This design comes from an exercise in tuning for small area on the open sky130 flow, not from production work.
Where RTL was checked, it was by simulation tests only, not by an equivalence proof against the original.
Power figures rest on the tool's default switching activity, not on a simulated workload.

Design LT24Top, start of the top module:
module LT24Top (
    input              clock,
    input              globalReset,
    output             resetApp,
    output             LT24_WRn,
    output             LT24_RDn,
    output             LT24_CSn,
    output             LT24_RS,
    output             LT24_RESETn,
    output [     15:0] LT24_D,
    output             LT24_LCD_ON
);
Size: ~1800 cells after synthesis, ~25 I/O pins, roughly 15000 sq um of cells after synthesis.
==> flow/config.mk <==
export PLATFORM = sky130hd
export DESIGN_NAME = LT24Top
export DESIGN_NICKNAME = LT24Top
export VERILOG_FILES = /design/flow/design.v
export SDC_FILE = /design/flow/constraint.sdc
export NUM_CORES = 4
export LEC_CHECK = 0
export CAP_MARGIN = 20
export CORE_MARGIN = 2
export CORE_UTILIZATION = 40
export CTS_BUF_LIST = sky130_fd_sc_hd__clkbuf_4
export CTS_CLUSTER_SIZE = 20
export PLACE_DENSITY = 0.6
export SLEW_MARGIN = 20
==> flow/constraint.sdc <==
create_clock -name core_clock -period 20.0 [get_ports {clock}]
set_input_delay 4.0000 -clock core_clock [delete_from_list [all_inputs] [get_ports {clock}]]
set_output_delay 4.0000 -clock core_clock [all_outputs]
set_load 0.01 [all_outputs]
run.sh (not shown) runs the stock make flow with config.mk's settings and CLKGATE_MAP_FILE= SYNTH_SCRIPT=/design/flow/synth_recipe.tcl, a recipe that flattens the netlist after the stock synthesis.
Then changed:
Settings changed: CTS_BUF_LIST sky130_fd_sc_hd__clkbuf_4 to sky130_fd_sc_hd__clkbuf_8, CTS_CLUSTER_SIZE 20 to 30.
The changed run ran to the end with no violations.
Power rises by a few percent.
Design area is about the same.
Sequential cell count stays the same.
Wire length increases slightly.
Count of clock-buffer cells in the layout fell by 36.
Global-route usage is about the same.
Synthesized area is unchanged.
Function was not checked in any run of this note: the RTL went through the layout flow alone.

Setup of juniper:
Another version of the RTL of LT24Top (not shown whole).
clock: 20.0 ns
lec_check: 0
cap_margin: 20
core_margin: 2
core_utilization: 40
cts_buf_list: sky130_fd_sc_hd__clkbuf_16
cts_cluster_diameter: 100
cts_cluster_size: 24
place_density: 0.6
slew_margin: 20
standard.sh (not shown) runs the stock make flow with config.mk's settings and CLKGATE_MAP_FILE= SYNTH_SCRIPT=/design/flow/synth_recipe.tcl, a recipe that flattens the netlist after the stock synthesis.
==> flow/flow/run.sh <==
#!/bin/bash
# Layout flow: the standard synthesis, then an area-oriented re-mapping of
# its combinational logic (every register kept as the
# standard synthesis made it, same instance names and cell types), then the
# standard layout from floorplan to finish on that netlist.
set -e
set -o pipefail
HERE=$(pwd)
RES=$HERE/orfs/results/$FLOW_PLATFORM/LT24Top/base
LIB=$FLOW_HOME/platforms/$FLOW_PLATFORM/lib/sky130_fd_sc_hd__tt_025C_1v80.lib

YOSYS=""
for c in "${YOSYS_EXE:-}" "$FLOW_HOME/../tools/install/yosys/bin/yosys" "$(command -v yosys || true)"; do
    if [ -n "$c" ] && [ -x "$c" ]; then YOSYS=$c; break; fi
done
[ -n "$YOSYS" ] || { echo "no yosys found"; exit 1; }

# 1. standard synthesis
bash standard.sh synth > "$HERE/1_standard_synth.log" 2>&1
cp "$RES/1_2_yosys.v" "$HERE/1_2_yosys_standard.v"

# 2. re-map the combinational logic for area
cat > "$HERE/reopt.abc" <<'EOS'
strash; &get -n; &deepsyn -T 150; &put; dch -f; amap; topo; dnsize -c
EOS
cat > "$HERE/reopt.ys" <<EOS
read_liberty -ignore_miss_func $LIB
read_verilog $HERE/1_2_yosys_standard.v
blackbox sky130_fd_sc_hd__df* sky130_fd_sc_hd__ed* sky130_fd_sc_hd__sdf* sky130_fd_sc_hd__dl* sky130_fd_sc_hd__conb_*
hierarchy -top $FLOW_TOP
flatten
opt_clean
stat -liberty $LIB
abc -script $HERE/reopt.abc -liberty $LIB -dont_use sky130_fd_sc_hd__probe_p_8 -dont_use sky130_fd_sc_hd__probec_p_8 -dont_use sky130_fd_sc_hd__lpflow_*
opt_clean -purge
hierarchy -top $FLOW_TOP
stat -liberty $LIB
write_verilog -noattr -nohex -nodec $HERE/1_2_yosys_reopt.v
EOS
"$YOSYS" -s "$HERE/reopt.ys" > "$HERE/2_reopt_yosys.log" 2>&1

# registers must be unchanged
grep -E "sky130_fd_sc_hd__(df|edf|sdf|dlx|dlr|dlclkp|sdlclkp)" "$HERE/1_2_yosys_standard.v" | awk '{print $1, $2}' | sort > "$HERE/regs_standard.txt"
grep -E "sky130_fd_sc_hd__(df|edf|sdf|dlx|dlr|dlclkp|sdlclkp)" "$HERE/1_2_yosys_reopt.v" | awk '{print $1, $2}' | sort > "$HERE/regs_reopt.txt"
cmp "$HERE/regs_standard.txt" "$HERE/regs_reopt.txt"

cp "$HERE/1_2_yosys_reopt.v" "$RES/1_2_yosys.v"
rm -f "$RES/1_synth.odb" "$RES/1_synth.sdc"

# 3. standard layout from the re-mapped netlist
bash standard.sh finish > "$HERE/3_standard_finish.log" 2>&1
juniper went all the way through synthesis, placement and routing and the layout is clean on timing, DRC and antenna.
[inputs] violet vs juniper
Settings: CORE_UTILIZATION now 55, was 40; PLACE_DENSITY now 0.7, was 0.6.
-- flow/flow/run.sh --
<<< juniper, line 22
# 2. re-map the combinational logic for area
cat > "$HERE/reopt.abc" <<'EOS'
strash; &get -n; &deepsyn -T 150; &put; dch -f; amap; topo; dnsize -c
EOS
cat > "$HERE/reopt.ys" <<EOS
>>> violet, line 22
# 2. re-map the combinational logic for area
cat > "$HERE/reopt.abc" <<'EOS'
strash; &get -n; &deepsyn -T 60; &put; dch -f; amap; topo; dnsize -c
EOS
cat > "$HERE/reopt.ys" <<EOS
==> comparison <==
In the flow results for violet and juniper, the core utilization is larger on violet. Compared with juniper, violet shows non-clock buffer count higher by 1. Against juniper, violet comes in about 50% higher on wire length on met3. violet vs. juniper: first-iteration DRC count went up by 634. Relative to juniper, the final cell area reported for violet is lower. violet gives more sequential share of layout area than juniper did. Of violet and juniper, the higher share of the cycle needed by the critical path after routing belongs to juniper. Looking at clock share of power, violet sits below juniper. Measured against each other, violet and juniper differ in number of iterations in the first detailed-routing pass, the lower figure coming from juniper. Going from juniper to violet, number of vias in the routed layout grew by a few percent. Overall fraction of global-route tracks in use was higher in violet than in juniper.
The inputs of cedar differ from those of violet as listed below.
Settings: GPL_TIMING_DRIVEN newly set to 0; CORE_UTILIZATION changed from 55 to 40; PLACE_DENSITY changed from 0.7 to 0.6.
In summary, cedar completed successfully, with a layout that passed the timing, DRC and antenna checks.
violet completed; timing, DRC and antenna clean
The placed instance count in violet is 0.947 times that in cedar.
cedar and violet ended up with nearly the same total internal power.
Sort cedar and violet by synthesis-to-layout area growth desc -> top: cedar
Higher weighted congestion reported at the end of routability-driven placement goes to violet over cedar.
In the tables for cedar and violet, switching fraction of total power reads higher with cedar.
Changes in nickel relative to cedar:
Settings: clearing GPL_TIMING_DRIVEN, which used to be 0.
Findings:
The post-layout instance area on cedar is in line with that on nickel.
Changes observed in nickel relative to cedar: wire length of the first global-routing pass went up by about 2.7%; non-clock buffer count went up by about 8%.

-- afterwards: timing with drivers on the ports --
No port has a modelled driver above. Below, the same layouts with a new extraction and two added sets of constraints. Step 1: set_driving_cell puts a clkbuf_16 on clock and a buf_2 on each other input, an assumption about the parent block. Step 2 moves the port delays by t, midway between the first and last clock arrival at a register: inputs arrive t later, outputs are due t later. That takes back most of the time a late clock gives input paths. a / b / c = ideal / step 1 / step 2; a / b = the first two.
| run | shift t [ns] | setup slack, ns | hold slack, ns | clock arrival spread, ns | pins driven straight from the clock port |
|---|---|---|---|---|---|
| the first run of note 1 | 0.754 | 11.198 / 11.149 / 11.902 | 0.294 / 0.294 / 0.294 | 0.061 / 0.061 | 1 |
| the second run of note 1 | 0.597 | 11.368 / 11.322 / 11.919 | 0.316 / 0.316 / 0.316 | 0.029 / 0.029 | 1 |
| juniper | 0.483 | 11.243 / 11.196 / 11.679 | 0.318 / 0.318 / 0.318 | 0.022 / 0.023 | 1 |
| violet | 0.494 | 11.544 / 11.494 / 11.988 | 0.323 / 0.323 / 0.323 | 0.013 / 0.014 | 1 |
| cedar | 0.495 | 11.434 / 11.382 / 11.589 | 0.275 / 0.275 / 0.275 | 0.017 / 0.018 | 1 |
| nickel | 0.483 | 11.243 / 11.196 / 11.679 | 0.318 / 0.318 / 0.318 | 0.022 / 0.023 | 1 |
After both steps setup and hold are still met in every run listed.
